This is an optimization exercise on Yosys and OpenROAD, whose aim is small area, not a production implementation.
At most, simulation tests tie the RTL to the original design; equivalence was not proved.
No functional check of the RTL was part of runs 1 and 2.
In runs 2 to 7 the design's own scripts or RTL, not TritonCTS, make the clock network.
The clock port is modelled as an ideal driver, which makes a skipped or thinned clock tree look cheaper than it is; a real chip needs a root buffer or a tree.
No activity file was given, so power comes from the tool's default toggle rates.

[flow/flow/run.sh]
#!/bin/bash
# Standard ORFS layout (standard.sh), except:
#  - synthesis maps with several area-oriented ABC scripts and keeps the
#    smallest result (flow/synth.tcl, flow/abc_*.script);
#  - the port buffers use the smallest buffer cell, sky130_fd_sc_hd__buf_1;
#  - the clock tree is one sky130_fd_sc_hd__buf_12 driving every register
#    clock pin (flow/cts.tcl, run by ORFS's cts step in place of its
#    clock_tree_synthesis).
set -euo pipefail
here=$(pwd)
AREA_ABC_SCRIPTS=""
for s in $here/flow/abc_*.script; do AREA_ABC_SCRIPTS="$AREA_ABC_SCRIPTS $s"; done
export AREA_ABC_SCRIPTS
export BUFFER_PORTS_ARGS="-buffer_cell sky130_fd_sc_hd__buf_1"
export PRE_CTS_TCL=$here/flow/cts.tcl
export FLOW_CLOCK_PORT=clk FLOW_CLOCK_BUF=sky130_fd_sc_hd__buf_12 FLOW_CLOCK_NBUF=1
bash standard.sh SYNTH_SCRIPT=$here/flow/synth.tcl finish > orfs_make.log 2>&1
[flow/flow/abc_P1.script]
strash
&get -n
&dch -f
&nf -a -p
&put
[flow/flow/abc_P2.script]
strash
dc2
&get -n
&dch -f
&nf -a -p -F 10 -A 10
&put
[flow/flow/abc_P3.script]
strash
&get -n
&fraig -x
&put
dc2
strash
&get -n
&dch -f
&nf -a
&put
[flow/flow/abc_P4.script]
strash
dch -f
map -a
topo
[flow/flow/abc_P5.script]
strash
dc2
dch -f
amap
topo
[flow/flow/abc_P6.script]
strash
balance
dc2
balance
dc2
&get -n
&dch -f
&nf -a -p
&put
[flow/flow/abc_P7.script]
strash
&get -n
&st
&synch2
&dch -f
&nf -a -p
&put
[flow/flow/abc_P8.script]
strash
rewrite -l
refactor -l
balance
dc2
&get -n
&dch -f
&nf -a -p
&put
[flow/flow/abc_Q1.script]
strash
dch -f
amap
topo
[flow/flow/abc_Q5.script]
strash
&get -n
&dc2
&put
dch -f
amap
topo
[flow/flow/abc_Q7.script]
strash
dc2
dch -f
amap -F 5 -A 5
topo
[flow/flow/cts.tcl]
# Clock tree for a small design: FLOW_CLOCK_NBUF clock buffers driven by the
# clock port, each driving the clock pins of one group of registers (grouped
# by x position) from the centre of its group.
proc clock_tree_synthesis {args} {
  set block [ord::get_db_block]
  set db [ord::get_db]
  set clk_net [[$block findBTerm $::env(FLOW_CLOCK_PORT)] getNet]
  set master [$db findMaster $::env(FLOW_CLOCK_BUF)]
  set nbuf $::env(FLOW_CLOCK_NBUF)
  set sinks {}
  foreach it [$clk_net getITerms] {
    set bb [[$it getInst] getBBox]
    lappend sinks [list [expr {([$bb xMin] + [$bb xMax]) / 2}] [expr {([$bb yMin] + [$bb yMax]) / 2}] $it]
  }
  set sinks [lsort -integer -index 0 $sinks]
  set n [llength $sinks]
  for {set b 0} {$b < $nbuf} {incr b} {
    set lo [expr {$b * $n / $nbuf}]
    set hi [expr {($b + 1) * $n / $nbuf - 1}]
    set inst [odb::dbInst_create $block $master clkbuf_${b}_clk]
    set net [odb::dbNet_create $block clknet_${b}_clk]
    $net setSigType CLOCK
    set sx 0; set sy 0; set m 0
    foreach s [lrange $sinks $lo $hi] {
      lassign $s x y it
      set sx [expr {$sx + $x}]; set sy [expr {$sy + $y}]; incr m
      $it disconnect
      $it connect $net
    }
    [$inst findITerm A] connect $clk_net
    [$inst findITerm X] connect $net
    $inst setLocation [expr {$sx / $m}] [expr {$sy / $m}]
    $inst setPlacementStatus PLACED
    puts "clock buffer [$master getName] drives $m clock pins"
  }
  global_connect
  set_propagated_clock [all_clocks]
}
[flow/flow/synth.tcl]
# synth_recipe.tcl (the standard synthesis), with area-oriented ABC mapping:
# the abc call of ORFS synth.tcl is replaced by the proc below.
proc synth {args} { yosys synth -nofsm -noshare {*}$args }
# Technology mapping: run ABC with each script in AREA_ABC_SCRIPTS and keep
# the mapping with the smallest total cell area.
proc abc {args} {
  set j [lsearch $args -D]
  if {$j >= 0} { set args [lreplace $args $j [expr {$j+1}]] }
  set i [lsearch $args -script]
  yosys design -save pre_abc
  set best -1
  set best_area 1e30
  set k 0
  foreach script $::env(AREA_ABC_SCRIPTS) {
    yosys design -load pre_abc
    yosys abc {*}[lreplace $args $i [expr {$i+1}] -script $script]
    set s [tee -q -s result.string stat {*}$::lib_args]
    set area 1e30
    regexp {Chip area for top module '[^']*': ([0-9.]+)} $s -> area
    if {$area == 1e30} { regexp {Chip area for module '[^']*': ([0-9.]+)} $s -> area }
    puts "ABC script $script: area $area"
    if {$area < $best_area} {
      set best_area $area
      set best $k
      yosys design -save best_abc
    }
    incr k
  }
  puts "ABC: kept script [lindex $::env(AREA_ABC_SCRIPTS) $best], area $best_area"
  yosys design -load best_abc
}
source $::env(SCRIPTS_DIR)/synth.tcl
# left out here: clear keep_hierarchy, flatten, clean up, hide names made inside functions, write 1_2_yosys.v
[flow/standard.sh]
#!/bin/bash
# synth_recipe.tcl (not shown) runs the flow's synth.tcl, then flattens the netlist and writes it again
# the make line also repeats each setting of config.mk as NAME=value (left out here)
make -C /OpenROAD-flow-scripts/flow DESIGN_CONFIG=/design/flow/config.mk WORK_HOME=/design/flow/orfs CLKGATE_MAP_FILE= SYNTH_SCRIPT=/design/flow/synth_recipe.tcl "${@:-finish}"
[flow/config.mk]
export PLATFORM = sky130hd
export DESIGN_NAME = lcd_driver
export DESIGN_NICKNAME = lcd_driver
export VERILOG_FILES = /design/flow/design.v
export SDC_FILE = /design/flow/constraint.sdc
export NUM_CORES = 4
export LEC_CHECK = 0
export CAP_MARGIN = 0
export CORE_MARGIN = 2
export CORE_UTILIZATION = 40
export GPL_TIMING_DRIVEN = 0
export SLEW_MARGIN = 0
export SYNTH_HIERARCHICAL = 1
[flow/constraint.sdc]
create_clock -name core_clock -period 10.0 [get_ports {clk}]
set_input_delay 2.0000 -clock core_clock [delete_from_list [all_inputs] [get_ports {clk}]]
set_output_delay 2.0000 -clock core_clock [all_outputs]
set_load 0.01 [all_outputs]
[flow/design.v]
module lcd_driver(line1, line2, clk, rst, lcd_rs, lcd_w, lcd_e, data);
  input  [127:0] line1;
  input  [127:0] line2;
  input  clk;
  input  rst;
  output lcd_rs, lcd_w, lcd_e;
  output [3:0] data;
  reg [8:0] tmr;
  reg [1:0] ph;
  reg [1:0] sec;
  reg [3:0] c;
  reg       h;
  reg [3:0] dreg;
  wire tick = tmr[0] & ~tmr[1] & tmr[2] & ~tmr[3] & ~tmr[4] & ~tmr[5] &
              ~tmr[6] & ~tmr[7] & tmr[8];
  wire clr  = rst | tick;
  wire done = (&sec) & (&c) & h;
  wire adv  = tick & ~ph[1] & ~ph[0] & ~done;     
  wire p1_n = ~ph[1] & ph[0];                      
  wire p0_n = ~ph[1] & (ph[0] | ~done);            
  wire       c15   = &c;
  wire       inc_c = adv & h & ~(c15 & ~sec[1] & sec[0]);
  wire       inc_s = adv & h & c15;
  wire       h_d   = rst | (h ^ adv);
  wire [3:0] c_inc = {c[3] ^ (inc_c & c[2] & c[1] & c[0]),
                      c[2] ^ (inc_c & c[1] & c[0]),
                      c[1] ^ (inc_c & c[0]),
                      c[0] ^ inc_c};
  wire [3:0] c_d   = rst ? 4'd8 : c_inc;
  wire [1:0] sec_d = rst ? 2'd0 : {sec[1] ^ (inc_s & sec[0]), sec[0] ^ inc_s};
  wire [4:0] k = {c_d, h_d};
  wire [7:0] rown_a, coln;
  reg  [7:0] coln_r;
  integer q;
  always @* begin
    for (q = 0; q < 8; q = q + 1)
      coln_r[q] = ~(sec_d[0] & ({sec_d[1], k[4:3]} == q));
  end
  assign coln = coln_r;
  lcd_rowdec u_rowdec_a (.k(k[2:0]), .kn(~k[2:0]), .rown(rown_a));
  wire [3:0] nib, cmask;
  genvar gj, gc, gr;
  generate
    for (gj = 0; gj < 4; gj = gj + 1) begin : bit_g
      wire [7:0] y;
      for (gc = 0; gc < 8; gc = gc + 1) begin : col_g
        wire [7:0] d;
        for (gr = 0; gr < 8; gr = gr + 1) begin : row_g
          if (gc >= 4)
            assign d[gr] = line2[(31 - ((gc % 4) * 8 + gr)) * 4 + gj];
          else
            assign d[gr] = line1[(31 - ((gc % 4) * 8 + gr)) * 4 + gj];
        end
        lcd_and8 u_row (.sn(rown_a), .d(d), .y(y[gc]));
      end
      lcd_and8g u_col (.sn(coln), .d(y), .g(cmask[gj]), .y(nib[gj]));
    end
  endgenerate
  wire x = sec_d[1];
  wire [2:0] cc = c_d[2:0];
  wire hh = h_d;
  wire [3:0] cnib;
  assign cnib[0] = (~cc[2] & ~cc[0] & ~hh) | (~cc[2] & ~cc[1] & cc[0]) |
                   (cc[2] & cc[1] & ~cc[0] & hh);
  assign cnib[1] = (~cc[2] & ~hh) | (cc[2] & ~cc[1] & ~cc[0] & hh) |
                   (~cc[2] & cc[1] & ~cc[0]) | (~cc[2] & ~cc[1] & cc[0]);
  assign cnib[2] = (x & ~hh) | (cc[2] & ~cc[1] & hh);
  assign cnib[3] = (cc[2] & ~cc[1] & cc[0] & hh) | (cc[2] & cc[1] & cc[0] & ~hh) |
                   (~cc[2] & cc[1] & cc[0] & hh);
  assign cmask = cnib | {4{sec_d[0]}};
  always @(posedge clk) begin
    tmr  <= {~({8{clr}} | tmr[7:0]), ~clr & (tmr[3] ^ tmr[8])};
    if (rst)       ph <= 2'b10;
    else if (tick) ph <= {p1_n, p0_n};
    h    <= h_d;
    c    <= c_d;
    sec  <= sec_d;
    dreg <= nib;
  end
  assign lcd_rs = sec[0];
  assign lcd_w  = 1'b0;
  assign lcd_e  = ph[1] & ph[0];
  assign data   = dreg;
endmodule
module lcd_and8(sn, d, y);
  input  [7:0] sn;
  input  [7:0] d;
  output y;
  wire [3:0] z;
  lcd_oai22 u0 (.a0(d[0]), .s0(sn[0]), .a1(d[1]), .s1(sn[1]), .y(z[0]));
  lcd_oai22 u1 (.a0(d[2]), .s0(sn[2]), .a1(d[3]), .s1(sn[3]), .y(z[1]));
  lcd_oai22 u2 (.a0(d[4]), .s0(sn[4]), .a1(d[5]), .s1(sn[5]), .y(z[2]));
  lcd_oai22 u3 (.a0(d[6]), .s0(sn[6]), .a1(d[7]), .s1(sn[7]), .y(z[3]));
  lcd_nor4  u4 (.a(z), .y(y));
endmodule
module lcd_and8g(sn, d, g, y);
  input  [7:0] sn;
  input  [7:0] d;
  input  g;
  output y;
  wire [3:0] z;
  lcd_oai22  u0 (.a0(d[0]), .s0(sn[0]), .a1(d[1]), .s1(sn[1]), .y(z[0]));
  lcd_oai22  u1 (.a0(d[2]), .s0(sn[2]), .a1(d[3]), .s1(sn[3]), .y(z[1]));
  lcd_oai22  u2 (.a0(d[4]), .s0(sn[4]), .a1(d[5]), .s1(sn[5]), .y(z[2]));
  lcd_oai221 u3 (.a0(d[6]), .s0(sn[6]), .a1(d[7]), .s1(sn[7]), .g(g), .y(z[3]));
  lcd_nor4   u4 (.a(z), .y(y));
endmodule
module lcd_oai221(a0, s0, a1, s1, g, y);
  input a0, s0, a1, s1, g;
  output y;
  assign y = ~((a0 | s0) & (a1 | s1) & g);
endmodule
module lcd_oai22(a0, s0, a1, s1, y);
  input a0, s0, a1, s1;
  output y;
  assign y = ~((a0 | s0) & (a1 | s1));
endmodule
module lcd_nor4(a, y);
  input [3:0] a;
  output y;
  assign y = ~|a;
endmodule
module lcd_rowdec(k, kn, rown);
  input  [2:0] k, kn;
  output [7:0] rown;
  genvar i;
  generate
    for (i = 0; i < 8; i = i + 1) begin : r_g
      assign rown[i] = ~((i & 1 ? k[0] : kn[0]) & (i & 2 ? k[1] : kn[1]) &
                         (i & 4 ? k[2] : kn[2]));
    end
  endgenerate
endmodule
==> impl_metrics.yaml, run 1 <==
run_status:
  status: "did not finish"
  stop_stage: "I/O pin placement"
  error_line: "[ERROR PPL-0024] Number of IO pins (265) exceeds maximum number of available positions (264). Increase the die perimeter from 301.52um to 360.40um."
yosys:
  synth_area_leader_cell: "o22ai_1"
  synth_commonest_cells: "o22ai_1, nor4_1, dfxtp_1"
  syn_area_per_cell_sq_um: 6.98
  ys_ff_latch: 22
  synth_edf_count: 0
  synth_flop_cell: "dfxtp_1"
  synth.area.top_cells: "o22ai_1, dfxtp_1, nor4_1, nor2_1, clkinv_1"
  synth-seq-area-share_pct: 21.6
  async_flop_share_pct: 0
  synth_top_area_share_pct: 43.0
  yosysMostFrequentCell: "o22ai_1"
  synthesis.area_sq_mm: 0.00204
  ys_types: 23
  syn_inst: 292
  syn_nets: 553
  ys_warn_count: 7
floorplanning:
  die_y_um: 75.4
  dieWidth_um: 75.4
  placementRows: 25
  initial_core_util_pct: 42.3
## modules after synthesis, one instance, submodules excluded, a selection
module | copies in the design | area [sq um] | cells | flops+latches
lcd_oai221 | 4 | 8.76 | 1 | 0
lcd_driver | 1 | 862 | 104 | 22
lcd_nor4 | 36 | 6.26 | 1 | 0
lcd_rowdec | 1 | 40.0 | 8 | 0
lcd_oai22 | 140 | 6.26 | 1 | 0
## cell families after synthesis
family                     count (synthesis)  synth area share [%]
other                                      1                 0.184
buffers and inverters                     16                  3.13
AOI/OAI and AO/OA                        163                  50.6
adders and majority gates                  3                  1.84
DFF                                       22                  21.6
and+or+nand+nor                           87                  22.7
==> run 2: changes to the inputs <==
--- a/flow/config.mk
+++ b/flow/config.mk
@@ -7,7 +7,7 @@
 export LEC_CHECK = 0
 export CAP_MARGIN = 0
 export CORE_MARGIN = 2
-export CORE_UTILIZATION = 40
+export CORE_UTILIZATION = 30
 export GPL_TIMING_DRIVEN = 0
 export SLEW_MARGIN = 0
 export SYNTH_HIERARCHICAL = 1
==> run 2 against run 1 <==
The run now finishes clean. Area after synthesis is the same. Synthesized cell count is the same.
==> impl_metrics.yaml, run 2 <==
sta:
  maxSlewHeadroom_pct: 42.8
  fin_crit_ns: 5.28
  worstMarginPinSlew_ns: 0.853
  skew_ns: 0.00406
  hold_violations: 0
  fmax_mhz: 190
  setup_viol: 0
  rsz0062_at_grt: "false"
  setup_tns_ns: 0
  post-route-period-util_pct: 52.8
  drv_slew: 0
  hold_slack_ns: 0.411
  setup_ws_ns: 4.72
setup_path:
  cp.required_ns: 10.04
  timing.rr.start: "tmr[4]"
  crit_fanout: 32
  start_kind: "input pin"
  arrival_ns: 5.32
  regToRegSetupSlack_ns: 4.97
  r2r_cells: 18
  worst-setup-path-type: "input pin to flip-flop"
  timing.rr.end: "dreg[2]"
  endpoint_kind: "flip-flop"
route:
  drt_iter0_drc: 332
  totalWireLength_um: 12700
  avgViaCountPerCell: 6.10
  drtAntennaViolNets: 0
  drc: 0
  vias: 3884
  dr.pass1.iters: 5
  wl_per_cell_um: 19.9
clocking:
  postCtsResizedCells: 0
  clk_pin_slew_ns: 0.09
  cts_setup_buffers: 0
  insertion_delay_ns: 0.13
  holdBufCountCts: 0
pwr:
  power.density_mw_per_mm2: 59.1
  ir_worst_vdd_mv: 0.0547
  power_leakage_nw: 0.945
global_routing:
  grt_start_max_net_pins: 33
  gr-total-overflow: 0
  grt_pass1_wl_um: 18400
  antenna_found_initial: 1
  grt_util_all_layers_pct: 30.9
  first_global_vias: 3582
final_layout:
  top_register: "tmr"
  final_area_sq_mm: 0.00319
  stdcell_count: 637
  nNetsFinal: 819
  layout.cells.most_common_list: "buf_1, o22ai_1, nor4_1"
  largest_reg_flops: 9
  layout.cells.most_common: "buf_1"
  largestRegisters: "tmr (9), c (4), dreg (4)"
  syn2layout_area_growth_pct: 56.4
  drive_above_1_share_pct: 1.80
placement:
  post_dp_cell_area_sq_mm: 0.00313
  portBuffers: 263
  place.gp.congestion: 0.856
  dp_slack_ns: 4.51
  dp_cells: 635
  dp_hpwl_um: 9670
yosys:
  ys_warn_count: 7
  syn_inst: 292
  synth_commonest_cells: "o22ai_1, nor4_1, dfxtp_1"
  synth-seq-area-share_pct: 21.6
  synth_top_area_share_pct: 43.0
  syn_area_per_cell_sq_um: 6.98
  synthesis.area_sq_mm: 0.00204
  syn_nets: 553
  synth_flop_cell: "dfxtp_1"
  yosysMostFrequentCell: "o22ai_1"
  synth_edf_count: 0
  synth.area.top_cells: "o22ai_1, dfxtp_1, nor4_1, nor2_1, clkinv_1"
  ys_types: 23
  async_flop_share_pct: 0
  ys_ff_latch: 22
  synth_area_leader_cell: "o22ai_1"
min_path:
  hp-class: "flip-flop to flip-flop"
  min_to: "tmr[8]"
  min_delay_path_depth: 1
  min-delay-start: "tmr[7]"
floorplanning:
  initial_core_util_pct: 30.5
  placementRows: 30
  dieArea_sq_mm: 0.00747
  dieWidth_um: 86.4
  io_pins: 265
  coreArea_sq_mm: 0.00668
  die_y_um: 86.4
run:
  drv_cap: 0
run_status:
  status: "complete, no violations"
run 2: cell counts after synthesis:
No cell type changed its count.
run 2: per-module statistics from Yosys, one instance, submodules excluded, excerpt:
module,flip-flops and latches,cells
lcd_driver,22,104
lcd_nor4,0,1
lcd_oai22,0,1
lcd_oai221,0,1
lcd_rowdec,0,8
run 2: layer usage:
metal	wire length, um	share of wire (%)	vias to the layer above	global-route usage (%)
met5	0	0	-	0
li1	-	-	1825	-
met2	5880	46	237	50.4
met1	5330	42	1794	42.5
met4	293	2.3	0	7.67
met3	1210	9.5	28	5.24
run 2: kinds of logic after synthesis:
family	after synthesis	share of synthesized area, %
AND/OR/NAND/NOR	87	22.7
flip-flops	22	21.6
AO/OA/AOI/OAI	163	50.6
adder cells (fa/ha/maj)	3	1.84
buffers and inverters	16	3.13
other	1	0.184
run 2: layout make-up:
type                            instances  area (sq um)
Antenna cell                            1          2.50
Timing Repair Buffer                  263           987
Multi-Input combinational cell        254          1570
Sequential cell                        22           440
Buffer                                  2          27.5
Inverter                               15          56.3
Fill cell                             737          3490
Tap cell                               80           100
run 2: where the power goes:
group | total (mW) | leakage, nW | internal [mW] | switching, mW
clock | 0.0397 | 0.00940 | 0.0163 | 0.0234
combinational | 0.0565 | 0.755 | 0.0320 | 0.0245
sequential | 0.0921 | 0.180 | 0.0904 | 0.00169
total | 0.188 | 0.945 | 0.139 | 0.0496
run 2: worst max path at each step:
stage | startpoint | to
final | rst | dreg[2]
after global routing | rst | dreg[0]
after CTS | rst | dreg[2]
after detailed placement | rst | dreg[0]
after global placement | rst | dreg[2]
after floorplan | rst | dreg[2]
run 2: through the flow:
| step | util (%) | power, mW |
|---|---|---|
| after global routing | 47.7 | 0.197 |
| after detailed placement | 46.8 | 0.149 |
| after floorplan | - | 0.107 |
| after global placement | 46.8 | 0.148 |
| final | 47.7 | 0.188 |
| after CTS | 47.1 | 0.189 |
run 2: critical path, stage by stage:
cell      delay, ns
buf_1          0.18
clkinv_1       0.16
o21ai_0        0.09
a21oi_1        0.52
clkinv_1       0.44
nand3_2        0.65
o22ai_1        0.18
nor4_1         0.54
o221ai_1       0.25
nor4_1         0.28
==> run 3: changes to the inputs <==
--- a/flow/design.v
+++ b/flow/design.v
@@ -29,7 +29,7 @@
   wire [3:0] c_d   = rst ? 4'd8 : c_inc;
   wire [1:0] sec_d = rst ? 2'd0 : {sec[1] ^ (inc_s & sec[0]), sec[0] ^ inc_s};
   wire [4:0] k = {c_d, h_d};
-  wire [7:0] rown_a, coln;
+  wire [7:0] rown_a, rown_b, coln;
   reg  [7:0] coln_r;
   integer q;
   always @* begin
@@ -38,6 +38,7 @@
   end
   assign coln = coln_r;
   lcd_rowdec u_rowdec_a (.k(k[2:0]), .kn(~k[2:0]), .rown(rown_a));
+  lcd_rowdec u_rowdec_b (.k(k[2:0]), .kn(~k[2:0]), .rown(rown_b));
   wire [3:0] nib, cmask;
   genvar gj, gc, gr;
   generate
@@ -51,7 +52,7 @@
           else
             assign d[gr] = line1[(31 - ((gc % 4) * 8 + gr)) * 4 + gj];
         end
-        lcd_and8 u_row (.sn(rown_a), .d(d), .y(y[gc]));
+        lcd_and8 u_row (.sn(gj < 2 ? rown_a : rown_b), .d(d), .y(y[gc]));
       end
       lcd_and8g u_col (.sn(coln), .d(y), .g(cmask[gj]), .y(nib[gj]));
     end
==> flow/config.mk (replaced) <==
export PLATFORM = sky130hd
export DESIGN_NAME = lcd_driver
export DESIGN_NICKNAME = lcd_driver
export VERILOG_FILES = /design/flow/design.v
export SDC_FILE = /design/flow/constraint.sdc
export NUM_CORES = 4
export LEC_CHECK = 0
export CAP_MARGIN = 20
export CORE_MARGIN = 2
export CORE_UTILIZATION = 40
export SLEW_MARGIN = 20
export SYNTH_HIERARCHICAL = 1
removed: flow/flow/abc_Q1.script
removed: flow/flow/abc_Q5.script
removed: flow/flow/abc_Q7.script
==> run 3 against run 2 <==
Largest cell class unchanged. Still clean. Worst setup slack worse by 0.29 ns. Wire length shrank 6.2%. Sequential share of layout area about the same. Highest routed layer unchanged.
==> impl_metrics.yaml, run 3 <==
final_layout:
  layout.cells.most_common_list: "buf_1, o22ai_1, nor4_1"
  drive_above_1_share_pct: 0.178
  nNetsFinal: 825
  top_register: "tmr"
  largestRegisters: "tmr (9), c (4), dreg (4)"
  layout.cells.most_common: "buf_1"
  final_area_sq_mm: 0.00318
  syn2layout_area_growth_pct: 52.0
  fillers: 518
  largest_reg_flops: 9
  antenna_cells: 0
  stdcell_count: 632
pwr:
  p_comb_share_pct: 29.9
  power_frac_seq_pct: 48.5
  power_leakage_nw: 0.937
  switchingPower_uw: 50.9
  p_clk_share_pct: 21.5
  power.density_mw_per_mm2: 59.6
  intPower_uw: 138
  ir_worst_vdd_mv: 0.0896
  power_switching_share_pct: 26.9
route:
  drc: 0
  avgViaCountPerCell: 6.29
  drt_iter0_drc: 429
  drtAntennaViolNets: 0
  totalWireLength_um: 11900
  wl_per_cell_um: 18.9
  dr.pass1.iters: 8
  vias: 3974
global_routing:
  grt_pass1_wl_um: 17800
  gr-total-overflow: 0
  antenna_found_initial: 0
  grt_start_max_net_pins: 23
  first_global_vias: 3599
  grt_util_all_layers_pct: 37.1
sta:
  fin_crit_ns: 5.57
  drv_slew: 0
  maxSlewHeadroom_pct: 28.4
  hold_violations: 0
  setup_tns_ns: 0
  skew_ns: 0.00716
  setup_viol: 0
  fmax_mhz: 179
  rsz0062_at_grt: "false"
  hold_slack_ns: 0.413
  post-route-period-util_pct: 55.7
  worstMarginPinSlew_ns: 1.07
placement:
  dp_cells: 631
  portBuffers: 263
  dp_hpwl_um: 9690
  place.gp.congestion: 1.10
  post_dp_cell_area_sq_mm: 0.00316
setup_path:
  start_kind: "flip-flop"
  path_cells: "nor4_1 > nand4b_1 > nor3b_1 > nand2_1 > a41oi_1 > nor2b_1 > ha_1 > clkinv_1 > a31oi_1 > ha_1 > o21ai_0 > a21oi_1 > clkinv_1 > nand3_1 > o22ai_1 > nor4_1 > o221ai_1 > nor4_1"
  crit_buf_inv: 2
  cp.required_ns: 10.04
  endpoint: "dreg[1]"
  critPathMostFrequentCell: "nor4_1"
  crit_path_top_delay_cell: "a21oi_1"
  worst-setup-path-type: "flip-flop to flip-flop"
  path_delay_family: "simple AND/OR/NAND/NOR gates"
  r2r_cells: 18
  startpoint: "tmr[4]"
  worst_path_largest_cell_delay_ns: 0.67
  crit_fanout: 16
  timing.rr.start: "tmr[4]"
  critical_path_depth: 18
  regToRegSetupSlack_ns: 4.43
  arrival_ns: 5.62
  timing.rr.end: "dreg[1]"
  endpoint_kind: "flip-flop"
yosys:
  yosysMostFrequentCell: "o22ai_1"
  synth_flop_cell: "dfxtp_1"
  syn_inst: 299
  synth.area.top_cells: "o22ai_1, dfxtp_1, nor4_1, nand3_1, nor2_1"
  ys_warn_count: 7
  synth_edf_count: 0
  syn_nets: 560
  ys_ff_latch: 22
  synth_top_area_share_pct: 41.9
  synth_area_leader_cell: "o22ai_1"
  synthesis.area_sq_mm: 0.00209
  async_flop_share_pct: 0
  syn_area_per_cell_sq_um: 6.99
  ys_types: 26
  synth_commonest_cells: "o22ai_1, nor4_1, dfxtp_1"
  synth-seq-area-share_pct: 21.1
run_status:
  status: "complete, no violations"
run:
  drv_cap: 0
clocking:
  postCtsResizedCells: 0
  cts_setup_buffers: 0
  insertion_delay_ns: 0.13
  clk_pin_slew_ns: 0.10
  holdBufCountCts: 0
floorplanning:
  initial_core_util_pct: 41.2
  dieArea_sq_mm: 0.00582
  coreArea_sq_mm: 0.00507
  die_y_um: 76.3
  placementRows: 26
  io_pins: 265
  dieWidth_um: 76.3
min_path:
  hp-class: "flip-flop to flip-flop"
  min_delay_path_depth: 1
-- run 3: changes by cell type after synthesis, moves of 2 or more --
cell and delta:
o21bai_1 +2, clkinv_1 -2, nor2_1 -2, o31ai_1 +2
nand3_1 +8
-- run 3: worst min-delay path by stage --
stage            from  endpoint  slack, ns
2_1_floorplan  tmr[6]    tmr[7]       0.38
3_3_place_gp   tmr[6]    tmr[7]       0.39
3_5_place_dp   tmr[6]    tmr[7]       0.40
4_1_cts        tmr[6]    tmr[7]       0.41
5_1_grt        tmr[7]    tmr[8]       0.42
6_report       tmr[6]    tmr[7]       0.41
-- run 3: layout make-up --
type / instances / area [sq um] / share of cell area, %
buffer: 1 / 20.0 / 0.630
inverter: 13 / 48.8 / 1.54
multi-input combinational: 263 / 1590 / 50.1
sequential: 22 / 440 / 13.9
tap: 70 / 87.6 / 2.76
timing repair buffer: 263 / 987 / 31.1
-- run 3: cells by family after synthesis --
group / Yosys count / synth area share, %
buffers and inverters: 14 / 2.69
adders and majority gates: 3 / 1.80
DFF: 22 / 21.1
and+or+nand+nor: 96 / 24.7
other: 1 / 0.179
AOI/OAI and AO/OA: 163 / 49.6
-- run 3: routing by layer --
metal	GRT usage [%]	vias up	share of wire (%)	wire length [um]
li1	-	1847	-	-
met1	49.7	1809	41	4930
met2	62.8	284	46	5530
met3	6.40	34	10	1210
met4	7.27	0	2.1	246
met5	0	-	0	0
-- run 3: power by group through the flow --
stage / Clock [mW] / Combinational [mW] / Sequential [mW]
after detailed placement: 0 / 0.0547 / 0.0940
after floorplan: 0 / 0.0138 / 0.0935
final: 0.0408 / 0.0567 / 0.0919
after global placement: 0 / 0.0550 / 0.0939
after global routing: 0.0428 / 0.0609 / 0.0921
after CTS: 0.0399 / 0.0551 / 0.0920
-- run 3: modules after synthesis, one instance, submodules excluded, a selection --
module,flops+latches,cells,times used,cell area [sq um]
lcd_driver,22,103,1,873
lcd_rowdec,0,8,2,40.0
lcd_oai221,0,1,4,8.76
lcd_oai22,0,1,140,6.26
lcd_nor4,0,1,36,6.26
-- run 3: stage by stage --
| step | utilization, % | power, mW | worst slack (ns) |
|---|---|---|---|
| final | 62.6 | 0.189 | 4.43 |
| after global routing | 62.6 | 0.196 | 4.04 |
| after CTS | 62.6 | 0.187 | 4.58 |
| after detailed placement | 62.2 | 0.149 | 4.64 |
| after global placement | 62.2 | 0.149 | 4.83 |
| after floorplan | - | 0.107 | 5.69 |
==> run 4: changes to the inputs <==
--- a/flow/design.v
+++ b/flow/design.v
@@ -22,12 +22,9 @@
   wire       inc_c = adv & h & ~(c15 & ~sec[1] & sec[0]);
   wire       inc_s = adv & h & c15;
   wire       h_d   = rst | (h ^ adv);
-  wire [3:0] c_inc = {c[3] ^ (inc_c & c[2] & c[1] & c[0]),
-                      c[2] ^ (inc_c & c[1] & c[0]),
-                      c[1] ^ (inc_c & c[0]),
-                      c[0] ^ inc_c};
+  wire [3:0] c_inc = c + {3'b0, inc_c};
   wire [3:0] c_d   = rst ? 4'd8 : c_inc;
-  wire [1:0] sec_d = rst ? 2'd0 : {sec[1] ^ (inc_s & sec[0]), sec[0] ^ inc_s};
+  wire [1:0] sec_d = rst ? 2'd0 : sec + {1'b0, inc_s};
   wire [4:0] k = {c_d, h_d};
   wire [7:0] rown_a, rown_b, coln;
   reg  [7:0] coln_r;
==> flow/flow/abc_Q1.script (new file) <==
strash
dch -f
amap
topo
==> flow/flow/abc_Q5.script (new file) <==
strash
&get -n
&dc2
&put
dch -f
amap
topo
==> flow/flow/abc_Q7.script (new file) <==
strash
dc2
dch -f
amap -F 5 -A 5
topo
--- a/flow/config.mk
+++ b/flow/config.mk
@@ -7,6 +7,7 @@
 export LEC_CHECK = 0
 export CAP_MARGIN = 20
 export CORE_MARGIN = 2
-export CORE_UTILIZATION = 40
+export CORE_UTILIZATION = 30
+export GPL_TIMING_DRIVEN = 0
 export SLEW_MARGIN = 20
 export SYNTH_HIERARCHICAL = 1
==> run 4 against run 3 <==
Still clean on timing, DRC and antenna. Clock skew is 0.0054 ns lower. Area after synthesis is 1.1% lower. Synthesized cell count is 1.0% lower. Sequential power hardly changed. Power is 1.8% lower. Hold slack worse by 0.0033 ns. Global-route usage is 7.2 points lower. Final cell count is 1.7% higher. Die area is 30% higher. Critical path type is now input pin to flip-flop. Largest cell class unchanged. Highest routed layer unchanged.
==> impl_metrics.yaml, run 4 <==
global_routing:
  gr-total-overflow: 0
  grt_util_all_layers_pct: 29.9
  antenna_found_initial: 1
  grt_start_max_net_pins: 23
  grt_pass1_wl_um: 18100
  first_global_vias: 3581
route:
  route.met2.wl_um: 5840
  drt_iter0_drc: 420
  drc: 0
  vias: 3855
  top_layer: "met4"
  wl_per_cell_um: 19.2
  totalWireLength_um: 12400
  dr.pass1.iters: 7
  drtAntennaViolNets: 0
  wl_met3_um: 911
  drt-met1-wl_um: 5330
  avgViaCountPerCell: 6.00
sta:
  skew_ns: 0.00176
  rsz0062_at_grt: "false"
  drv_slew: 0
  fmax_mhz: 193
  setup_viol: 0
  hold_violations: 0
  post-route-period-util_pct: 51.7
  worstMarginPinSlew_ns: 0.770
  setup_ws_ns: 4.83
  setup_tns_ns: 0
  maxSlewHeadroom_pct: 48.5
  fin_crit_ns: 5.17
setup_path:
  startpoint: "rst"
  worst-setup-path-type: "input pin to flip-flop"
  crit_fanout: 16
  cp.required_ns: 10.00
  path_cells: "buf_1 > nor2_1 > clkinv_1 > nand3_1 > o22ai_1 > nor4_1 > o221ai_1 > nor4_1"
  path_delay_family: "simple AND/OR/NAND/NOR gates"
  endpoint_kind: "flip-flop"
  critical_path_depth: 8
  critPathMostFrequentCell: "nor4_1"
  crit_buf_inv: 2
  timing.rr.start: "tmr[1]"
  r2r_cells: 18
  arrival_ns: 5.17
  crit_path_top_delay_cell: "nand3_1"
  start_kind: "input pin"
  worst_path_largest_cell_delay_ns: 0.66
yosys:
  synth_area_leader_cell: "o22ai_1"
  synth_edf_count: 0
  ys_warn_count: 7
  yosysMostFrequentCell: "o22ai_1"
  syn_area_per_cell_sq_um: 6.98
  synth_top_area_share_pct: 42.4
  synthesis.area_sq_mm: 0.00207
  synth-seq-area-share_pct: 21.3
  syn_inst: 296
  ys_types: 24
  synth.area.top_cells: "o22ai_1, dfxtp_1, nor4_1, nand3_1, nor2_1"
  ys_ff_latch: 22
  synth_commonest_cells: "o22ai_1, nor4_1, dfxtp_1"
  synth_flop_cell: "dfxtp_1"
  syn_nets: 558
  async_flop_share_pct: 0
final_layout:
  layout.cells.most_common_list: "buf_1, o22ai_1, nor4_1"
  drive_above_1_share_pct: 0.357
  largestRegisters: "tmr (9), c (4), dreg (4)"
  nNetsFinal: 824
  top_register: "tmr"
  syn2layout_area_growth_pct: 53.9
  largest_reg_flops: 9
  fillers: 733
  stdcell_count: 643
  layout.cells.most_common: "buf_1"
placement:
  place.gp.congestion: 0.826
  portBuffers: 263
  dp_cells: 639
  dp_hpwl_um: 9950
  dp_slack_ns: 4.79
floorplanning:
  io_pins: 265
  dieArea_sq_mm: 0.00757
  coreArea_sq_mm: 0.00672
  die_y_um: 87.0
  initial_core_util_pct: 30.8
  placementRows: 30
  dieWidth_um: 87.0
clocking:
  clk_pin_slew_ns: 0.09
  holdBufCountCts: 0
  postCtsResizedCells: 0
  insertion_delay_ns: 0.12
  cts_setup_buffers: 0
pwr:
  ir_worst_vdd_mv: 0.0675
  power.density_mw_per_mm2: 58.5
  power_leakage_nw: 0.966
min_path:
  hp-class: "flip-flop to flip-flop"
  min_delay_path_depth: 1
  min-delay-start: "tmr[1]"
run_status:
  status: "complete, no violations"
run:
  drv_cap: 0
## run 4: cell families (layout without fill, tap and decap cells)
family | after synthesis | in the layout | share of synthesized area [%]
DFF | 22 | 22 | 21.3
adders and majority gates | 4 | 4 | 2.42
buffers and inverters | 13 | 277 | 2.54
and+or+nand+nor | 95 | 95 | 24.4
other | 1 | 4 | 0.181
AOI/OAI and AO/OA | 161 | 161 | 49.2
## run 4: per-module statistics from Yosys (local to each module, per instance), a selection
| module | cell area (sq um) | flip-flops and latches |
|---|---|---|
| lcd_nor4 | 6.26 | 0 |
| lcd_oai22 | 6.26 | 0 |
| lcd_rowdec | 40.0 | 0 |
| lcd_driver | 851 | 22 |
| lcd_oai221 | 8.76 | 0 |
## run 4: metal layers
metal  global-route usage, %  vias to the layer above
met1                    44.3                     1753
met2                    45.7                      219
met5                       0                        -
met4                    8.81                        0
li1                        -                     1859
met3                    2.37                       24
## run 4: path summary, 6_finish.rpt
path | slack (ns) | to
setup / recovery | 4.83 | dreg[0]
hold / removal | 0.41 | tmr[2]
setup reg to reg | 5.01 | dreg[0]
hold reg to reg | 0.41 | tmr[2]
## run 4: final cells by class
type	instances	area [sq um]	area share (%)
antenna	3	7.51	0.236
buffer	2	27.5	0.865
inverter	12	45.0	1.42
multi-input combinational	261	1570	49.5
sequential	22	440	13.8
tap	80	100	3.15
timing repair buffer	263	987	31.0
## run 4: stage by stage
stage / hold WS [ns] / utilization [%] / cell area [sq um] / power [mW]
after floorplan: 0.383 / - / 2070 / 0.107
after global placement: 0.390 / 46.9 / 3150 / 0.147
after detailed placement: 0.395 / 46.9 / 3150 / 0.148
after CTS: 0.408 / 47.2 / 3170 / 0.185
after global routing: 0.427 / 47.3 / 3180 / 0.195
final: 0.409 / 47.4 / 3180 / 0.186
## run 4: worst register-to-register path: cells and delay by family, from the launching register on
kind | cells | cell delay, ns
AOI/OAI and AO/OA | 4 | 0.75
adders and majority gates | 3 | 0.58
buffers and inverters | 2 | 0.41
DFF | 1 | 0.32
and+or+nand+nor | 9 | 2.80
## run 4: power by group
part | leakage [nW] | switching [mW] | internal (mW) | total [mW]
Sequential | 0.180 | 0.00149 | 0.0904 | 0.0919
Combinational | 0.777 | 0.0234 | 0.0320 | 0.0553
Clock | 0.00942 | 0.0225 | 0.0163 | 0.0388
Total | 0.966 | 0.0474 | 0.139 | 0.186
==> run 5: changes to the inputs <==
--- a/flow/design.v
+++ b/flow/design.v
@@ -17,7 +17,7 @@
   wire done = (&sec) & (&c) & h;
   wire adv  = tick & ~ph[1] & ~ph[0] & ~done;     
   wire p1_n = ~ph[1] & ph[0];                      
-  wire p0_n = ~ph[1] & (ph[0] | ~done);            
+  wire p0_n = ~ph[1] & ~ph[0] & ~done;             
   wire       c15   = &c;
   wire       inc_c = adv & h & ~(c15 & ~sec[1] & sec[0]);
   wire       inc_s = adv & h & c15;
@@ -68,7 +68,7 @@
   assign cmask = cnib | {4{sec_d[0]}};
   always @(posedge clk) begin
     tmr  <= {~({8{clr}} | tmr[7:0]), ~clr & (tmr[3] ^ tmr[8])};
-    if (rst)       ph <= 2'b10;
+    if (rst)       ph <= 2'b11;
     else if (tick) ph <= {p1_n, p0_n};
     h    <= h_d;
     c    <= c_d;
@@ -77,7 +77,7 @@
   end
   assign lcd_rs = sec[0];
   assign lcd_w  = 1'b0;
-  assign lcd_e  = ph[1] & ph[0];
+  assign lcd_e  = ph[1] & ~ph[0];
   assign data   = dreg;
 endmodule
 module lcd_and8(sn, d, y);
==> run 5 against run 4 <==
First-iteration DRC count decreased by 25%. Area after synthesis decreased by 0.42%. Largest cell class unchanged. Largest power group unchanged. Hold slack got worse by 0.0063 ns. Maximum frequency down 2.3%. Critical path type unchanged. Register-to-register slack lost 0.30 ns. Die area down 0.40%. Via count down 0.49%. Power shrank 0.96%. Global-route usage decreased by 1.3 points.
==> impl_metrics.yaml, run 5 <==
global_routing:
  grt_pass1_wl_um: 17200
  top_usage_layer: "met2"
  antenna_found_initial: 0
  first_global_vias: 3451
  grt_util_all_layers_pct: 28.5
  met1_usage_pct: 41.2
  grt_start_max_net_pins: 23
  grt_use_met3_pct: 3.90
  use_met2_pct: 44.3
  gr-total-overflow: 0
clocking:
  insertion_delay_ns: 0.12
  holdBufCountCts: 0
  clk_pin_slew_ns: 0.08
  cts_setup_buffers: 0
  postCtsResizedCells: 0
yosys:
  async_flop_share_pct: 0
  ys_types: 28
  ys_ff_latch: 22
  synth-seq-area-share_pct: 21.4
  yosysMostFrequentCell: "o22ai_1"
  synth_top_family_by_area: "compound AO/OA/AOI/OAI gates"
  synth_commonest_cells: "o22ai_1, nor4_1, dfxtp_1"
  syn_inst: 289
  syn_area_per_cell_sq_um: 7.12
  yosys.area_share.adder_pct: 2.43
  synth_edf_count: 0
  synth.area.top_cells: "o22ai_1, dfxtp_1, nor4_1, nand3_1, nor2_1"
  synthesis.area_sq_mm: 0.00206
  synth_flop_cell: "dfxtp_1"
  synth_top_area_share_pct: 42.6
  synth_compound_area_share_pct: 50.0
  ys_warn_count: 7
  syn_nets: 551
  synth.area.mux_share_pct: 0
  synthSimpleGateAreaFrac_pct: 23.8
  synth_xor_area_share_pct: 0
  synth_area_leader_cell: "o22ai_1"
final_layout:
  utilization_pct: 47.1
  final_area_sq_mm: 0.00317
  layout.cells.most_common_list: "buf_1, o22ai_1, nor4_1"
  antenna_cells: 0
  syn2layout_area_growth_pct: 53.8
  layout.cells.most_common: "buf_1"
  largest_reg_flops: 9
  nNetsFinal: 817
  top_register: "tmr"
  largestRegisters: "tmr (9), c (4), dreg (4)"
  stdcell_count: 633
  fillers: 742
  multi_input_area_sq_mm: 0.00157
  register_area_sq_um: 440
  drive_above_1_share_pct: 0.362
route:
  drc: 0
  wl_per_cell_um: 18.9
  drt_iter0_drc: 313
  dr.pass1.iters: 5
  avgViaCountPerCell: 6.06
  drtAntennaViolNets: 0
  totalWireLength_um: 12000
  vias: 3836
setup_path:
  arrival_ns: 5.29
  crit_fanout: 16
  timing.rr.start: "tmr[1]"
  worst-setup-path-type: "input pin to flip-flop"
  cp.required_ns: 10.00
  timing.rr.end: "dreg[2]"
  regToRegSetupSlack_ns: 4.71
  start_kind: "input pin"
  r2r_cells: 12
  endpoint_kind: "flip-flop"
pwr:
  switchingPower_uw: 45.4
  ir_worst_vdd_mv: 0.0602
  power_uw: 184
  p_comb_share_pct: 29.9
  power_frac_seq_pct: 49.9
  power.density_mw_per_mm2: 58.2
  power_leakage_nw: 0.946
  p_clk_share_pct: 20.2
  power_switching_share_pct: 24.6
  intPower_uw: 139
sta:
  worstMarginPinSlew_ns: 0.977
  setup_tns_ns: 0
  post-route-period-util_pct: 53.0
  rsz0062_at_grt: "false"
  fmax_mhz: 189
  hold_slack_ns: 0.403
  skew_ns: 0.00380
  setup_viol: 0
  hold_violations: 0
  fin_crit_ns: 5.30
  maxSlewHeadroom_pct: 34.2
  drv_slew: 0
  setup_ws_ns: 4.70
min_path:
  hp-class: "flip-flop to flip-flop"
  min_delay_path_depth: 1
  min-delay-start: "tmr[1]"
  min_to: "tmr[2]"
floorplanning:
  dieArea_sq_mm: 0.00754
  io_pins: 265
  die_y_um: 86.8
  dieWidth_um: 86.8
  placementRows: 30
  initial_core_util_pct: 30.6
  coreArea_sq_mm: 0.00672
run:
  drv_cap: 0
placement:
  post_dp_cell_area_sq_mm: 0.00315
  portBuffers: 263
  dp_slack_ns: 4.72
  dp_hpwl_um: 9650
  place.gp.congestion: 0.876
  dp_cells: 632
run_status:
  status: "complete, no violations"
-- run 5: kinds of logic after synthesis --
| family | Yosys count |
|---|---|
| AOI/OAI and AO/OA | 162 |
| and+or+nand+nor | 89 |
| DFF | 22 |
| buffers and inverters | 11 |
| adders and majority gates | 4 |
| other | 1 |
-- run 5: power groups by stage --
stage	clock, mW	combinational (mW)	sequential [mW]
2_1_floorplan	0	0.0138	0.0935
3_3_place_gp	0	0.0531	0.0938
3_5_place_dp	0	0.0540	0.0939
4_1_cts	0.0381	0.0543	0.0919
5_1_grt	0.0414	0.0606	0.0923
6_report	0.0372	0.0551	0.0920
-- run 5: cell type report --
| class | count | share of cell area (%) |
|---|---|---|
| plain buffers | 2 | 0.870 |
| well taps | 80 | 3.16 |
| inverters | 10 | 1.19 |
| multi-input cells | 256 | 49.7 |
| repair buffers | 263 | 31.2 |
| flip-flops and latches | 22 | 13.9 |
-- run 5: worst max-delay path, cell delays in order --
cell      delay [ns]
buf_1           0.18
nor2_1          0.68
clkinv_1        0.49
nand3_1         0.71
o22ai_1         0.19
nor4_1          0.44
o221ai_1        0.19
nor4_1          0.41
-- run 5: per-layer routing --
layer  vias to the layer above  wire length [um]
met5                         -                 0
li1                       1832                 -
met3                        20              1010
met2                       236              5610
met4                         0               273
met1                      1748              5100
-- run 5: how the worst max path moves through the flow --
stage / startpoint / to / slack [ns] / depth (start not counted)
detailed placement: rst / dreg[2] / 4.72 / 8
CTS: tmr[1] / dreg[2] / 4.79 / 16
floorplan: rst / dreg[1] / 5.91 / 7
finish: rst / dreg[2] / 4.70 / 8
global route: tmr[1] / dreg[2] / 4.26 / 12
global placement: rst / dreg[2] / 4.74 / 8
-- run 5: Yosys stat by module, one instance, submodules excluded, excerpt --
| module | cells | flops+latches | area [sq um] | copies in the design |
|---|---|---|---|---|
| lcd_nor4 | 1 | 0 | 6.26 | 36 |
| lcd_driver | 93 | 22 | 842 | 1 |
| lcd_oai221 | 1 | 0 | 8.76 | 4 |
| lcd_oai22 | 1 | 0 | 6.26 | 140 |
| lcd_rowdec | 8 | 0 | 40.0 | 2 |
==> run 6: changes to the inputs <==
--- a/flow/design.v
+++ b/flow/design.v
@@ -17,7 +17,7 @@
   wire done = (&sec) & (&c) & h;
   wire adv  = tick & ~ph[1] & ~ph[0] & ~done;     
   wire p1_n = ~ph[1] & ph[0];                      
-  wire p0_n = ~ph[1] & ~ph[0] & ~done;             
+  wire p0_n = ~ph[1] & (ph[0] | ~done);            
   wire       c15   = &c;
   wire       inc_c = adv & h & ~(c15 & ~sec[1] & sec[0]);
   wire       inc_s = adv & h & c15;
@@ -68,7 +68,7 @@
   assign cmask = cnib | {4{sec_d[0]}};
   always @(posedge clk) begin
     tmr  <= {~({8{clr}} | tmr[7:0]), ~clr & (tmr[3] ^ tmr[8])};
-    if (rst)       ph <= 2'b11;
+    if (rst)       ph <= 2'b10;
     else if (tick) ph <= {p1_n, p0_n};
     h    <= h_d;
     c    <= c_d;
@@ -77,7 +77,7 @@
   end
   assign lcd_rs = sec[0];
   assign lcd_w  = 1'b0;
-  assign lcd_e  = ph[1] & ~ph[0];
+  assign lcd_e  = ph[1] & ph[0];
   assign data   = dreg;
 endmodule
 module lcd_and8(sn, d, y);
==> flow/flow/run.sh (replaced) <==
#!/bin/bash
# Standard ORFS layout (standard.sh), except:
#  - synthesis maps with several area-oriented ABC scripts and keeps the
#    smallest result (flow/synth.tcl, flow/abc_*.script);
#  - the port buffers, and synthesis's buffers on nets that drive an output
#    port, use the smallest buffer cell, sky130_fd_sc_hd__buf_1;
#  - the clock tree is one sky130_fd_sc_hd__buf_12 driving every register
#    clock pin (flow/cts.tcl, run by ORFS's cts step in place of its
#    clock_tree_synthesis).
set -euo pipefail
here=$(pwd)
AREA_ABC_SCRIPTS=""
for s in $here/flow/abc_*.script; do AREA_ABC_SCRIPTS="$AREA_ABC_SCRIPTS $s"; done
export AREA_ABC_SCRIPTS
export BUFFER_PORTS_ARGS="-buffer_cell sky130_fd_sc_hd__buf_1"
export PRE_CTS_TCL=$here/flow/cts.tcl
export FLOW_CLOCK_PORT=clk FLOW_CLOCK_BUF=sky130_fd_sc_hd__buf_12 FLOW_CLOCK_NBUF=1
bash standard.sh SYNTH_SCRIPT=$here/flow/synth.tcl "MIN_BUF_CELL_AND_PORTS=sky130_fd_sc_hd__buf_1 A X" finish > orfs_make.log 2>&1
--- a/flow/config.mk
+++ b/flow/config.mk
@@ -8,6 +8,5 @@
 export CAP_MARGIN = 20
 export CORE_MARGIN = 2
 export CORE_UTILIZATION = 30
-export GPL_TIMING_DRIVEN = 0
 export SLEW_MARGIN = 20
 export SYNTH_HIERARCHICAL = 1
==> run 6 against run 5 <==
Still clean on timing, DRC and antenna. Wire length is 6.3% higher. Die area is 0.23% higher. Register-to-register slack better by 0.56 ns. Combinational power rose by 3%. Global-route usage rose by 2.1 points. Final area about the same. Final cell count increased by 0.95%. Synthesized cell count increased by 2.4%. Sequential share of layout area about the same. Clock power is 7.0% higher. Power is 2.3% higher. Worst setup slack better by 0.40 ns. Critical path type unchanged. Largest cell class unchanged. Highest routed layer unchanged.
==> impl_metrics.yaml, run 6 <==
floorplanning:
  dieArea_sq_mm: 0.00756
  coreArea_sq_mm: 0.00672
  io_pins: 265
  dieWidth_um: 86.9
  die_y_um: 86.9
  placementRows: 30
  initial_core_util_pct: 30.7
final_layout:
  register_area_sq_um: 440
  fillers: 729
  syn2layout_area_growth_pct: 53.5
  drive_above_1_share_pct: 0.179
  layout.cells.most_common: "buf_1"
  nNetsFinal: 823
  top_register: "tmr"
  multi_input_area_sq_mm: 0.00157
  stdcell_count: 639
  largestRegisters: "tmr (9), c (4), dreg (4)"
  utilization_pct: 47.1
  layout.cells.most_common_list: "buf_1, o22ai_1, nor4_1"
  antenna_cells: 0
  largest_reg_flops: 9
yosys:
  ys_warn_count: 7
  ys_types: 24
  synth_edf_count: 0
  synth_top_area_share_pct: 42.4
  synth_area_leader_cell: "o22ai_1"
  async_flop_share_pct: 0
  syn_nets: 558
  syn_inst: 296
  yosysMostFrequentCell: "o22ai_1"
  synthesis.area_sq_mm: 0.00206
  synth_commonest_cells: "o22ai_1, nor4_1, dfxtp_1"
  syn_area_per_cell_sq_um: 6.97
  synth.area.top_cells: "o22ai_1, dfxtp_1, nor4_1, nand3_1, nor2_1"
  ys_ff_latch: 22
  synth-seq-area-share_pct: 21.3
  synth_flop_cell: "dfxtp_1"
pwr:
  p_clk_share_pct: 21.1
  p_comb_share_pct: 30.1
  power_switching_share_pct: 26.6
  power.density_mw_per_mm2: 59.5
  intPower_uw: 138
  switchingPower_uw: 50.1
  ir_worst_vdd_mv: 0.0568
  power_frac_seq_pct: 48.8
  power_uw: 188
  power_leakage_nw: 0.961
route:
  totalWireLength_um: 12800
  drtAntennaViolNets: 0
  dr.pass1.iters: 5
  avgViaCountPerCell: 6.18
  vias: 3949
  wl_per_cell_um: 20.0
  drc: 0
  drt_iter0_drc: 311
clocking:
  cts_setup_buffers: 0
  clk_pin_slew_ns: 0.09
  insertion_delay_ns: 0.13
  postCtsResizedCells: 0
  holdBufCountCts: 0
sta:
  setup_ws_ns: 5.11
  setup_tns_ns: 0
  skew_ns: 0.00276
  hold_violations: 0
  maxSlewHeadroom_pct: 50.6
  drv_slew: 0
  worstMarginPinSlew_ns: 0.738
  rsz0062_at_grt: "false"
  fin_crit_ns: 4.89
  setup_viol: 0
  fmax_mhz: 204
  post-route-period-util_pct: 48.9
placement:
  place.gp.congestion: 0.955
  dp_slack_ns: 5.03
  portBuffers: 263
  dp_hpwl_um: 10500
  dp_cells: 638
setup_path:
  start_kind: "input pin"
  cp.required_ns: 10.02
  arrival_ns: 4.92
  crit_fanout: 16
  endpoint_kind: "flip-flop"
  worst-setup-path-type: "input pin to flip-flop"
global_routing:
  antenna_found_initial: 0
  grt_pass1_wl_um: 18400
  grt_start_max_net_pins: 23
  gr-total-overflow: 0
  first_global_vias: 3592
  grt_util_all_layers_pct: 30.7
run_status:
  status: "complete, no violations"
min_path:
  hp-class: "flip-flop to flip-flop"
run:
  drv_cap: 0
## run 6: final timing paths
| check | from | endpoint | slack (ns) | cells past startpoint |
|---|---|---|---|---|
| setup / recovery | rst | dreg[1] | 5.11 | 8 |
| hold / removal | tmr[1] | tmr[2] | 0.41 | 1 |
| setup reg to reg | tmr[1] | dreg[1] | 5.27 | 18 |
| hold reg to reg | tmr[1] | tmr[2] | 0.41 | 1 |
## run 6: cell families (layout without fill, tap and decap cells)
family | Yosys count | after routing | share of synthesized area, %
AOI/OAI and AO/OA | 161 | 161 | 49.2
adders and majority gates | 4 | 4 | 2.43
buffers and inverters | 13 | 276 | 2.36
DFF | 22 | 22 | 21.3
other | 1 | 1 | 0.182
and+or+nand+nor | 95 | 95 | 24.4
## run 6: area by class of cell
| class | instances | share of cell area (%) |
|---|---|---|
| inverter | 12 | 1.42 |
| sequential | 22 | 13.9 |
| buffer | 1 | 0.632 |
| tap | 80 | 3.16 |
| multi-input combinational | 261 | 49.7 |
| timing repair buffer | 263 | 31.2 |
## run 6: per-module statistics from Yosys, one instance, submodules excluded, a selection
module,cells,copies in the design
lcd_nor4,1,36
lcd_rowdec,8,2
lcd_oai221,1,4
lcd_driver,100,1
lcd_oai22,1,140
## run 6: critical path, cell delays in order
cell,delay [ns]
buf_1,0.13
nor2_1,0.60
clkinv_1,0.46
nand3_1,0.63
o22ai_1,0.18
nor4_1,0.42
o221ai_1,0.16
nor4_1,0.33
## run 6: power by group through the flow
stage               logic (mW)  clock network (mW)  registers, mW
global route            0.0614              0.0440         0.0924
CTS                     0.0556              0.0399         0.0920
detailed placement      0.0553                   0         0.0940
finish                  0.0567              0.0398         0.0920
floorplan               0.0136                   0         0.0936
global placement        0.0552                   0         0.0940
## run 6: per-layer routing
metal  up-vias  global-route usage, %  wire length [um]  share of wire, %
li1       1847                      -                 -                 -
met5         -                      0                 0                 0
met2       251                   47.8              5910                46
met1      1812                   44.4              5280                41
met3        39                   3.98              1150               9.1
met4         0                   7.67               403               3.2
## run 6: metrics by stage
step / hold slack, ns / cell area, sq um
after floorplan: 0.383 / 2060
after global placement: 0.393 / 3150
after detailed placement: 0.398 / 3150
after CTS: 0.411 / 3170
after global routing: 0.442 / 3170
final: 0.415 / 3170
==> run 7: changes to the inputs <==
==> flow/flow/run.sh (replaced) <==
#!/bin/bash
# Standard ORFS layout (standard.sh), except:
#  - synthesis maps with several area-oriented ABC scripts and keeps the
#    smallest result (flow/synth.tcl, flow/abc_*.script);
#  - the port buffers, and synthesis's buffers on nets that drive an output
#    port, use the smallest buffer cell, sky130_fd_sc_hd__buf_1;
#  - the clock tree is one sky130_fd_sc_hd__buf_8 driving every register
#    clock pin (flow/cts.tcl, run by ORFS's cts step in place of its
#    clock_tree_synthesis).
set -euo pipefail
here=$(pwd)
AREA_ABC_SCRIPTS=""
for s in $here/flow/abc_*.script; do AREA_ABC_SCRIPTS="$AREA_ABC_SCRIPTS $s"; done
export AREA_ABC_SCRIPTS
export BUFFER_PORTS_ARGS="-buffer_cell sky130_fd_sc_hd__buf_1"
export PRE_CTS_TCL=$here/flow/cts.tcl
export FLOW_CLOCK_PORT=clk FLOW_CLOCK_BUF=sky130_fd_sc_hd__buf_8 FLOW_CLOCK_NBUF=1
bash standard.sh SYNTH_SCRIPT=$here/flow/synth.tcl "MIN_BUF_CELL_AND_PORTS=sky130_fd_sc_hd__buf_1 A X" finish > orfs_make.log 2>&1
==> run 7 against run 6 <==
Die area unchanged. Final area shrank 0.16%. Via count fell by 0.13%. Sequential cell count unchanged. Final cell count stayed put.
==> impl_metrics.yaml, run 7 <==
run_status:
  status: "complete, no violations"
floorplanning:
  initial_core_util_pct: 30.7
  dieWidth_um: 86.9
  die_y_um: 86.9
  coreArea_sq_mm: 0.00672
  io_pins: 265
  dieArea_sq_mm: 0.00756
  placementRows: 30
setup_path:
  start_kind: "input pin"
  startpoint: "rst"
  regToRegSetupSlack_ns: 5.25
  endpoint: "dreg[1]"
  timing.rr.end: "dreg[1]"
  arrival_ns: 4.92
  crit_fanout: 16
  timing.rr.start: "tmr[1]"
  worst-setup-path-type: "input pin to flip-flop"
  endpoint_kind: "flip-flop"
  cp.required_ns: 10.05
  r2r_cells: 18
yosys:
  synth_top_family_by_area: "compound AO/OA/AOI/OAI gates"
  ys_warn_count: 7
  yosys.area_share.adder_pct: 2.43
  synth_top_area_share_pct: 42.4
  synth_area_leader_cell: "o22ai_1"
  ys_types: 24
  yosysMostFrequentCell: "o22ai_1"
  syn_inst: 296
  synth_edf_count: 0
  synth_compound_area_share_pct: 49.2
  syn_nets: 558
  synth_xor_area_share_pct: 0
  synth_flop_cell: "dfxtp_1"
  synth.area.top_cells: "o22ai_1, dfxtp_1, nor4_1, nand3_1, nor2_1"
  async_flop_share_pct: 0
  syn_area_per_cell_sq_um: 6.97
  synthesis.area_sq_mm: 0.00206
  synth-seq-area-share_pct: 21.3
  ys_ff_latch: 22
  synthSimpleGateAreaFrac_pct: 24.4
  synth_commonest_cells: "o22ai_1, nor4_1, dfxtp_1"
  synth.area.mux_share_pct: 0
global_routing:
  first_global_vias: 3592
  antenna_found_initial: 0
  gr-total-overflow: 0
  grt_start_max_net_pins: 23
  grt_pass1_wl_um: 18400
  grt_util_all_layers_pct: 30.7
placement:
  portBuffers: 263
  place.gp.congestion: 0.955
  post_dp_cell_area_sq_mm: 0.00315
  dp_hpwl_um: 10500
pwr:
  power.density_mw_per_mm2: 58.1
  p_clk_share_pct: 19.1
  p_comb_share_pct: 30.8
  power_switching_share_pct: 27.3
  switchingPower_uw: 50.1
  power_leakage_nw: 0.959
  ir_worst_vdd_mv: 0.0502
  power_frac_seq_pct: 50.1
  intPower_uw: 134
route:
  drt_iter0_drc: 315
  drc: 0
  vias: 3944
  dr.pass1.iters: 5
  drtAntennaViolNets: 0
  totalWireLength_um: 12800
  avgViaCountPerCell: 6.17
  wl_per_cell_um: 20.0
final_layout:
  largest_reg_flops: 9
  antenna_cells: 0
  fillers: 730
  final_area_sq_mm: 0.00316
  nNetsFinal: 823
  layout.cells.most_common_list: "buf_1, o22ai_1, nor4_1"
  layout.cells.most_common: "buf_1"
  top_register: "tmr"
  drive_above_1_share_pct: 0.179
  syn2layout_area_growth_pct: 53.2
  largestRegisters: "tmr (9), c (4), dreg (4)"
sta:
  hold_slack_ns: 0.419
  setup_viol: 0
  rsz0062_at_grt: "false"
  post-route-period-util_pct: 48.7
  fin_crit_ns: 4.87
  drv_slew: 0
  hold_violations: 0
  worstMarginPinSlew_ns: 0.739
  fmax_mhz: 205
  maxSlewHeadroom_pct: 50.5
  setup_tns_ns: 0
  skew_ns: 0.00271
min_path:
  min_delay_path_depth: 1
  hp-class: "flip-flop to flip-flop"
  min-delay-start: "tmr[1]"
clocking:
  insertion_delay_ns: 0.15
  holdBufCountCts: 0
  cts_setup_buffers: 0
  clk_pin_slew_ns: 0.12
  postCtsResizedCells: 0
run:
  drv_cap: 0
run 7: cell counts after synthesis:
No cell type changed its count.
run 7: through the flow:
stage,utilization [%],power [mW],instances,worst slack [ns]
2_1_floorplan,-,0.107,296,5.91
3_3_place_gp,46.8,0.149,638,5.23
3_5_place_dp,46.8,0.149,638,5.03
4_1_cts,47.1,0.182,639,5.18
5_1_grt,47.1,0.193,639,4.69
6_report,47.1,0.184,639,5.13
run 7: cells by family after synthesis:
family                     after synthesis
AOI/OAI and AO/OA                      161
other                                    1
DFF                                     22
adders and majority gates                4
and+or+nand+nor                         95
buffers and inverters                   13
run 7: metal layers:
metal	GRT usage [%]	part of all wire [%]
met5	0	0
met4	7.67	3.2
met3	3.98	8.3
met2	47.8	46
met1	44.4	42
run 7: worst min path at each step:
stage | end | slack [ns]
CTS | tmr[2] | 0.42
detailed placement | tmr[2] | 0.40
finish | tmr[2] | 0.42
global route | tmr[7] | 0.45
floorplan | tmr[2] | 0.38
global placement | tmr[2] | 0.39
run 7: Yosys stat by module, one instance, submodules excluded, a selection:
module      copies in the design  cells  flops+latches  cell area [sq um]
lcd_driver                     1    100             22                847
lcd_nor4                      36      1              0               6.26
lcd_oai22                    140      1              0               6.26
lcd_oai221                     4      1              0               8.76
lcd_rowdec                     2      8              0               40.0
run 7: critical path, stage by stage:
cell      delay (ns)
buf_1           0.13
nor2_1          0.60
clkinv_1        0.46
nand3_1         0.63
o22ai_1         0.18
nor4_1          0.42
o221ai_1        0.16
nor4_1          0.32
run 7: cell type report:
class	count	area [sq um]	area share [%]
Tap cell	80	100	3.17
Timing Repair Buffer	263	987	31.2
Sequential cell	22	440	13.9
Multi-Input combinational cell	261	1570	49.8
Buffer	1	15.0	0.475
Inverter	12	45.0	1.42
run 7: power by group through the flow:
stage | combinational, mW | sequential [mW] | clock, mW
2_1_floorplan | 0.0136 | 0.0936 | 0
3_3_place_gp | 0.0552 | 0.0940 | 0
3_5_place_dp | 0.0553 | 0.0940 | 0
4_1_cts | 0.0556 | 0.0920 | 0.0348
5_1_grt | 0.0614 | 0.0924 | 0.0391
6_report | 0.0566 | 0.0920 | 0.0351

afterwards: timing with drivers on the ports:
In the flow no input, the clock included, has a driving cell. The finished layouts below were timed again as built, in two steps.
Step 1: set_driving_cell puts a clkbuf_16 on clk and a buf_2 on each other input, an assumption about the parent block.
Step 2 adds t to the input delays and takes it off the output delays; t is the mean of the earliest and latest rising clock arrival at the registers after step 1. Input paths then give back, and output paths get back, about the clock's delay inside the block.
Slacks: ideal ports / drivers / drivers and shift; pairs: ideal ports / drivers.
| run | t, ns | setup slack, ns | latest minus earliest clock arrival (ns) |
|---|---|---|---|
| run 2 | 0.157 | 4.723 / 4.733 / 4.576 | 0.004 / 0.004 |
| run 3 | 0.163 | 4.428 / 4.428 / 4.428 | 0.007 / 0.007 |
| run 4 | 0.153 | 4.826 / 4.834 / 4.681 | 0.002 / 0.001 |
| run 5 | 0.148 | 4.703 / 4.710 / 4.562 | 0.004 / 0.004 |
| run 6 | 0.158 | 5.106 / 5.109 / 4.951 | 0.003 / 0.003 |
| run 7 | 0.172 | 5.128 / 5.128 / 4.956 | 0.002 / 0.003 |
After both steps setup and hold are still met in every run listed. For run 7, which loses most, drivers alone change the setup slack by 0.000 ns; drivers and shift together by -0.172 ns.
